This is an optimization exercise on Yosys and OpenROAD, whose aim is small area, a short achievable clock period and few clock cycles per item, not a production implementation.
Only simulation tests tie the RTL to the original design; equivalence was not proved.
The clock port is modelled as an ideal driver; clocking choices that lean on that would not hold on a real chip.
Power and IR drop assume default switching activity.

==> inputs of run H <==
==> flow/design.v (excerpt) <==
module sobel_gx_gy#(
    parameter p_data_bits = 8
) (
    input wire i_clk,
    input wire i_rst,
    output wire busy_out,
    input wire valid_in,
    input wire [9*p_data_bits-1:0] data_in,
    output reg valid_out,
    output reg [p_data_bits-1:0] data_out_gx,
    output reg [p_data_bits-1:0] data_out_gy
);
wire [7:0] a00 = data_in[71:64];
wire [7:0] a10 = data_in[63:56];
wire [7:0] a20 = data_in[55:48];
wire [7:0] a01 = data_in[47:40];
wire [7:0] a21 = data_in[31:24];
wire [7:0] a02 = data_in[23:16];
wire [7:0] a12 = data_in[15:8];
wire [7:0] a22 = data_in[7:0];
wire [7:0] n20 = ~a20;
wire [7:0] n21 = ~a21;
wire [7:0] n22 = ~a22;
wire [7:0] n02 = ~a02;
wire [7:0] n12 = ~a12;
assign busy_out = 1'b0;
wire tx0_0__s1 = a00[0] ^ a02[0] ^ n20[0];
wire tx0_0__c2 = (a00[0] & a02[0]) | (a00[0] & n20[0]) | (a02[0] & n20[0]);
wire tx0_1__s3 = a00[1] ^ a02[1] ^ a01[0];
wire tx0_1__c4 = (a00[1] & a02[1]) | (a00[1] & a01[0]) | (a02[1] & a01[0]);
wire tx0_1__s5 = n20[1] ^ n22[1] ^ n21[0];
wire tx0_1__c6 = (n20[1] & n22[1]) | (n20[1] & n21[0]) | (n22[1] & n21[0]);
wire tx0_2__s7 = a00[2] ^ a02[2] ^ a01[1];
wire tx0_2__c8 = (a00[2] & a02[2]) | (a00[2] & a01[1]) | (a02[2] & a01[1]);
  ...
clock: 4.2 ns
lec_check: 0
abc_area: 1
cap_margin: 20
core_margin: 2
core_utilization: 65
slew_margin: 20
standard.sh (not shown) runs the stock make flow with config.mk's settings and CLKGATE_MAP_FILE= SYNTH_SCRIPT=/design/flow/synth_recipe.tcl, a recipe that flattens the netlist after the stock synthesis.
==> flow/flow/run.sh <==
#!/bin/bash
# Standard ORFS layout with these changes:
#  - Yosys's synth runs with -noabc, so its generic ABC pass does not
#    restructure the written-out carry-save adders before extract_fa maps them
#    to full-adder cells (the registers and the final ABC mapping are as in
#    the standard synthesis);
#  - clock tree synthesis adds no dummy loads;
#  - the port buffers are plain buf_1 cells instead of the resizer's default
#    pick (a 10 um2 delay buffer);
#  - after clock tree synthesis, flow/skew.tcl puts a clock buffer in front of
#    the output registers, so their clock arrives a little later.  This gives
#    the register-to-register paths that end there more time; the input paths
#    are untouched, and the output paths only lose slack.
set -euo pipefail
export BUFFER_PORTS_ARGS="-buffer_cell sky130_fd_sc_hd__buf_1"
export SYNTH_ARGS="-noabc"
# ORFS cts.tcl arguments, plus -dont_use_dummy_load (no dummy clock loads)
export CTS_ARGS="-sink_clustering_enable -repair_clock_nets -dont_use_dummy_load"
R=orfs/results/sky130hd/sobel_gx_gy/base
bash standard.sh cts > orfs_to_cts.log 2>&1
SKEW_IN=$R/4_cts.odb SKEW_OUT=$R/4_cts_skew.odb SKEW_CELL=sky130_fd_sc_hd__clkbuf_4 \
  openroad -no_init -exit flow/skew.tcl > skew.log 2>&1
mv -f $R/4_cts_skew.odb $R/4_cts.odb
bash standard.sh finish > orfs_finish.log 2>&1
==> flow/flow/skew.tcl <==
# Delay the clock of the output registers (data_out_*, valid_out) by putting
# one clock buffer between each leaf clock net and the output registers on it.
# These registers end the pipeline's internal register-to-register paths; the
# later clock gives those paths more time and leaves the input paths alone.
set odb_in  $::env(SKEW_IN)
set odb_out $::env(SKEW_OUT)
set cell    $::env(SKEW_CELL)
read_db $odb_in
set db [ord::get_db]
set block [ord::get_db_block]
set master [$db findMaster $cell]
set groups [dict create]
foreach inst [$block getInsts] {
  set n [$inst getName]
  if {[string match {data_out_g*} $n] || [string match {valid_out*} $n]} {
    set it [$inst findITerm CLK]
    if {$it eq "NULL" || $it eq ""} { continue }
    set net [$it getNet]
    dict lappend groups [$net getName] $it
  }
}
set k 0
dict for {netname iterms} $groups {
  set net [$block findNet $netname]
  set nn [odb::dbNet_create $block "skewnet_$k"]
  $nn setSigType CLOCK
  set buf [odb::dbInst_create $block $master "skewbuf_$k"]
  # place at the centroid of the sinks
  set sx 0; set sy 0
  foreach it $iterms {
    set inst [$it getInst]
    set bb [$inst getBBox]
    set sx [expr {$sx + [$bb xMin]}]; set sy [expr {$sy + [$bb yMin]}]
    $it disconnect
    $it connect $nn
  }
  set cnt [llength $iterms]
  $buf setLocation [expr {$sx / $cnt}] [expr {$sy / $cnt}]
  $buf setPlacementStatus PLACED
  [$buf findITerm A] connect $net
  [$buf findITerm X] connect $nn
  puts "skew: buffer skewbuf_$k on $netname drives $cnt output registers"
  incr k
}
detailed_placement
check_placement
write_db $odb_out
==> run C: changes against run H <==
--- a/flow/flow/run.sh
+++ b/flow/flow/run.sh
@@ -11,5 +11,7 @@
 #    the output registers, so their clock arrives a little later.  This gives
 #    the register-to-register paths that end there more time; the input paths
-#    are untouched, and the output paths only lose slack.
+#    are untouched, and the output paths only lose slack;
+#  - then flow/swap.tcl lets the resizer swap equivalent input pins (only that)
+#    aiming at a period of about 1.6 ns.
 set -euo pipefail
 export BUFFER_PORTS_ARGS="-buffer_cell sky130_fd_sc_hd__buf_1"
@@ -21,4 +23,7 @@
 SKEW_IN=$R/4_cts.odb SKEW_OUT=$R/4_cts_skew.odb SKEW_CELL=sky130_fd_sc_hd__clkbuf_4 \
   openroad -no_init -exit flow/skew.tcl > skew.log 2>&1
-mv -f $R/4_cts_skew.odb $R/4_cts.odb
+SWAP_IN=$R/4_cts_skew.odb SWAP_SDC=$R/4_cts.sdc SWAP_OUT=$R/4_cts_swap.odb SWAP_MARGIN=2.6 \
+  openroad -no_init -exit flow/swap.tcl > swap.log 2>&1
+mv -f $R/4_cts_swap.odb $R/4_cts.odb
+rm -f $R/4_cts_skew.odb
 bash standard.sh finish > orfs_finish.log 2>&1
==> flow/flow/swap.tcl (new file) <==
# Pin swapping only: let the resizer move critical signals onto the faster
# of a cell's equivalent input pins (no cell is added, removed or resized).
read_liberty $::env(FLOW_HOME)/platforms/sky130hd/lib/sky130_fd_sc_hd__tt_025C_1v80.lib
read_db $::env(SWAP_IN)
read_sdc $::env(SWAP_SDC)
source $::env(FLOW_HOME)/platforms/sky130hd/setRC.tcl
set_propagated_clock [all_clocks]
estimate_parasitics -placement
report_worst_slack -max
repair_timing -setup -setup_margin $::env(SWAP_MARGIN) -sequence swap -skip_last_gasp
report_worst_slack -max
write_db $::env(SWAP_OUT)
==> run Y: changes against run H <==
--- a/flow/flow/run.sh
+++ b/flow/flow/run.sh
@@ -9,7 +9,10 @@
 #    pick (a 10 um2 delay buffer);
 #  - after clock tree synthesis, flow/skew.tcl puts a clock buffer in front of
-#    the output registers, so their clock arrives a little later.  This gives
+#    the output registers (clkbuf_1, _2 or _4 by load), so their clock arrives
+#    a little later.  This gives
 #    the register-to-register paths that end there more time; the input paths
-#    are untouched, and the output paths only lose slack.
+#    are untouched, and the output paths only lose slack;
+#  - then flow/swap.tcl lets the resizer swap equivalent input pins (only that)
+#    aiming at a period of about 1.6 ns.
 set -euo pipefail
 export BUFFER_PORTS_ARGS="-buffer_cell sky130_fd_sc_hd__buf_1"
@@ -19,6 +22,9 @@
 R=orfs/results/sky130hd/sobel_gx_gy/base
 bash standard.sh cts > orfs_to_cts.log 2>&1
-SKEW_IN=$R/4_cts.odb SKEW_OUT=$R/4_cts_skew.odb SKEW_CELL=sky130_fd_sc_hd__clkbuf_4 \
+SKEW_SMALL=1 SKEW_IN=$R/4_cts.odb SKEW_OUT=$R/4_cts_skew.odb SKEW_CELL=sky130_fd_sc_hd__clkbuf_4 \
   openroad -no_init -exit flow/skew.tcl > skew.log 2>&1
-mv -f $R/4_cts_skew.odb $R/4_cts.odb
+SWAP_IN=$R/4_cts_skew.odb SWAP_SDC=$R/4_cts.sdc SWAP_OUT=$R/4_cts_swap.odb SWAP_MARGIN=2.6 \
+  openroad -no_init -exit flow/swap.tcl > swap.log 2>&1
+mv -f $R/4_cts_swap.odb $R/4_cts.odb
+rm -f $R/4_cts_skew.odb
 bash standard.sh finish > orfs_finish.log 2>&1
--- a/flow/flow/skew.tcl
+++ b/flow/flow/skew.tcl
@@ -21,9 +21,24 @@
 }
 set k 0
+if {[info exists ::env(SKEW_SINGLE)]} {
+  # one buffer for all output registers, fed from the leaf net that has most of them
+  set best ""; set bn 0; set all {}
+  dict for {netname iterms} $groups {
+    set all [concat $all $iterms]
+    if {[llength $iterms] > $bn} { set bn [llength $iterms]; set best $netname }
+  }
+  set groups [dict create $best $all]
+}
 dict for {netname iterms} $groups {
   set net [$block findNet $netname]
   set nn [odb::dbNet_create $block "skewnet_$k"]
   $nn setSigType CLOCK
-  set buf [odb::dbInst_create $block $master "skewbuf_$k"]
+  set cnt [llength $iterms]
+  set m $master
+  if {[info exists ::env(SKEW_SMALL)]} {
+    # smaller buffers for the small groups
+    if {$cnt <= 2} { set m [$db findMaster sky130_fd_sc_hd__clkbuf_1] } elseif {$cnt <= 5} { set m [$db findMaster sky130_fd_sc_hd__clkbuf_2] }
+  }
+  set buf [odb::dbInst_create $block $m "skewbuf_$k"]
   # place at the centroid of the sinks
   set sx 0; set sy 0
==> flow/flow/swap.tcl (new file) <==
# Pin swapping only: let the resizer move critical signals onto the faster
# of a cell's equivalent input pins (no cell is added, removed or resized).
read_liberty $::env(FLOW_HOME)/platforms/sky130hd/lib/sky130_fd_sc_hd__tt_025C_1v80.lib
read_db $::env(SWAP_IN)
read_sdc $::env(SWAP_SDC)
source $::env(FLOW_HOME)/platforms/sky130hd/setRC.tcl
set_propagated_clock [all_clocks]
estimate_parasitics -placement
report_worst_slack -max
repair_timing -setup -setup_margin $::env(SWAP_MARGIN) -sequence swap -skip_last_gasp
report_worst_slack -max
write_db $::env(SWAP_OUT)
Settings changed: CORE_UTILIZATION 65 to 55.
==> run B: changes against run H <==
--- a/flow/flow/run.sh
+++ b/flow/flow/run.sh
@@ -9,7 +9,10 @@
 #    pick (a 10 um2 delay buffer);
 #  - after clock tree synthesis, flow/skew.tcl puts a clock buffer in front of
-#    the output registers, so their clock arrives a little later.  This gives
+#    the output registers (clkbuf_1, _2 or _4 by load), so their clock arrives
+#    a little later.  This gives
 #    the register-to-register paths that end there more time; the input paths
-#    are untouched, and the output paths only lose slack.
+#    are untouched, and the output paths only lose slack;
+#  - then flow/swap.tcl lets the resizer swap equivalent input pins (only that)
+#    aiming at a period of about 1.6 ns.
 set -euo pipefail
 export BUFFER_PORTS_ARGS="-buffer_cell sky130_fd_sc_hd__buf_1"
@@ -19,6 +22,9 @@
 R=orfs/results/sky130hd/sobel_gx_gy/base
 bash standard.sh cts > orfs_to_cts.log 2>&1
-SKEW_IN=$R/4_cts.odb SKEW_OUT=$R/4_cts_skew.odb SKEW_CELL=sky130_fd_sc_hd__clkbuf_4 \
+SKEW_SMALL=1 SKEW_IN=$R/4_cts.odb SKEW_OUT=$R/4_cts_skew.odb SKEW_CELL=sky130_fd_sc_hd__clkbuf_4 \
   openroad -no_init -exit flow/skew.tcl > skew.log 2>&1
-mv -f $R/4_cts_skew.odb $R/4_cts.odb
+SWAP_IN=$R/4_cts_skew.odb SWAP_SDC=$R/4_cts.sdc SWAP_OUT=$R/4_cts_swap.odb SWAP_MARGIN=2.6 \
+  openroad -no_init -exit flow/swap.tcl > swap.log 2>&1
+mv -f $R/4_cts_swap.odb $R/4_cts.odb
+rm -f $R/4_cts_skew.odb
 bash standard.sh finish > orfs_finish.log 2>&1
--- a/flow/flow/skew.tcl
+++ b/flow/flow/skew.tcl
@@ -21,9 +21,24 @@
 }
 set k 0
+if {[info exists ::env(SKEW_SINGLE)]} {
+  # one buffer for all output registers, fed from the leaf net that has most of them
+  set best ""; set bn 0; set all {}
+  dict for {netname iterms} $groups {
+    set all [concat $all $iterms]
+    if {[llength $iterms] > $bn} { set bn [llength $iterms]; set best $netname }
+  }
+  set groups [dict create $best $all]
+}
 dict for {netname iterms} $groups {
   set net [$block findNet $netname]
   set nn [odb::dbNet_create $block "skewnet_$k"]
   $nn setSigType CLOCK
-  set buf [odb::dbInst_create $block $master "skewbuf_$k"]
+  set cnt [llength $iterms]
+  set m $master
+  if {[info exists ::env(SKEW_SMALL)]} {
+    # smaller buffers for the small groups
+    if {$cnt <= 2} { set m [$db findMaster sky130_fd_sc_hd__clkbuf_1] } elseif {$cnt <= 5} { set m [$db findMaster sky130_fd_sc_hd__clkbuf_2] }
+  }
+  set buf [odb::dbInst_create $block $m "skewbuf_$k"]
   # place at the centroid of the sinks
   set sx 0; set sy 0
==> flow/flow/swap.tcl (new file) <==
# Pin swapping only: let the resizer move critical signals onto the faster
# of a cell's equivalent input pins (no cell is added, removed or resized).
read_liberty $::env(FLOW_HOME)/platforms/sky130hd/lib/sky130_fd_sc_hd__tt_025C_1v80.lib
read_db $::env(SWAP_IN)
read_sdc $::env(SWAP_SDC)
source $::env(FLOW_HOME)/platforms/sky130hd/setRC.tcl
set_propagated_clock [all_clocks]
estimate_parasitics -placement
report_worst_slack -max
repair_timing -setup -setup_margin $::env(SWAP_MARGIN) -sequence swap -skip_last_gasp
report_worst_slack -max
write_db $::env(SWAP_OUT)
Settings changed: CORE_UTILIZATION 65 to 72.
==> impl_metrics.py <==
metrics = {
    "grt": {
        "gr-usage-met2_pct": 41.3,
        "grt_pass1_vias": 2493,
    },
    "route": {
        "drt_iter0_markers": 74,
    },
    "pwr": {
        "p_leak_uw": 0.00189,
        "p_clk_share_pct": 17.7,
        "cellPowerDensity_nw_per_um2": 620,
    },
    "final_layout": {
        "syn2layout_area_growth_pct": 15.8,
        "instances_no_fill": 475,
    },
    "floorplanning": {
        "core_um2": 5110,
        "die_h_um": 76.8,
    },
    "placed_design": {
        "dpl_cell_area_um2": 3830,
    },
    "outcome": {
        "status": "timing/DRC/antenna clean",
    },
    "critical_path": {
        "startpoint": "data_in[17]",
        "rr_endpoint": "data_out_gy[5]",
    },
}
The numbers above come from run H.

==> impl_metrics.py <==
metrics = {
    "outcome": {
        "status": "timing/DRC/antenna clean",
    },
    "final_layout": {
        "syn2layout_area_growth_pct": 15.4,
    },
    "floorplanning": {
        "die_h_um": 73.1,
        "core_um2": 4660,
    },
    "pwr": {
        "cellPowerDensity_nw_per_um2": 625,
    },
    "grt": {
        "grt_pass1_vias": 2280,
    },
    "critical_path": {
        "rr_endpoint": "data_out_gy[6]",
    },
    "placed_design": {
        "dpl_cell_area_um2": 3810,
    },
}
The numbers above come from run B.

==> impl_metrics.py <==
metrics = {
    "critical_path": {
        "startpoint": "data_in[49]",
    },
    "pwr": {
        "p_clk_share_pct": 17.7,
        "p_leak_uw": 0.00189,
    },
    "final_layout": {
        "instances_no_fill": 475,
        "syn2layout_area_growth_pct": 15.8,
    },
    "outcome": {
        "status": "timing/DRC/antenna clean",
    },
    "floorplanning": {
        "die_h_um": 76.8,
    },
    "grt": {
        "gr-usage-met2_pct": 41.3,
    },
}
The numbers above come from run C.

==> impl_metrics.py <==
metrics = {
    "grt": {
        "grt_pass1_vias": 2317,
        "gr-usage-met2_pct": 29.0,
    },
    "pwr": {
        "cellPowerDensity_nw_per_um2": 613,
        "p_leak_uw": 0.00189,
    },
    "floorplanning": {
        "die_h_um": 83.1,
        "core_um2": 5990,
    },
    "placed_design": {
        "dpl_cell_area_um2": 3840,
    },
    "outcome": {
        "status": "timing/DRC/antenna clean",
    },
    "route": {
        "drt_iter0_markers": 73,
    },
    "critical_path": {
        "rr_endpoint": "data_out_gy[6]",
        "startpoint": "data_in[49]",
    },
    "final_layout": {
        "syn2layout_area_growth_pct": 15.9,
    },
}
The numbers above come from run Y.

Testbench counts of run H, summed over its fixed seeds: cycles 3,216, items 3,200.
Testbench counts of run C, summed over its fixed seeds: cycles 3,216, items 3,200.
Testbench counts of run Y, summed over its fixed seeds: cycles 3,216, items 3,200.
Testbench counts of run B, summed over its fixed seeds: cycles 3,216, items 3,200.

## static timing again, ports no longer ideal
The flow's constraints put no driver on any port. The routed layouts listed below were extracted and timed again, unchanged, in two steps.
Step 1: set_driving_cell puts a clkbuf_16 on i_clk and a buf_2 on each other input, an assumption about the parent block.
Step 2 moves the port delays by t, midway between the first and last clock arrival at a register: inputs arrive t later, outputs are due t later. That takes back most of the time a late clock gives input paths.
a / b / c = ideal / step 1 / step 2; a / b = the first two.
run	shift t [ns]	setup WS [ns]	worst hold slack (ns)	worst data-port slew with drivers (ns)
run H	0.402	2.378 / 2.386 / 1.983	0.235 / 0.235 / 0.235	0.05
run C	0.402	2.416 / 2.418 / 2.019	0.235 / 0.235 / 0.235	0.05
run Y	0.405	2.425 / 2.418 / 2.025	0.232 / 0.232 / 0.232	0.05
run B	0.405	2.391 / 2.396 / 1.991	0.272 / 0.272 / 0.272	0.05
After both steps setup and hold are still met in every run listed.
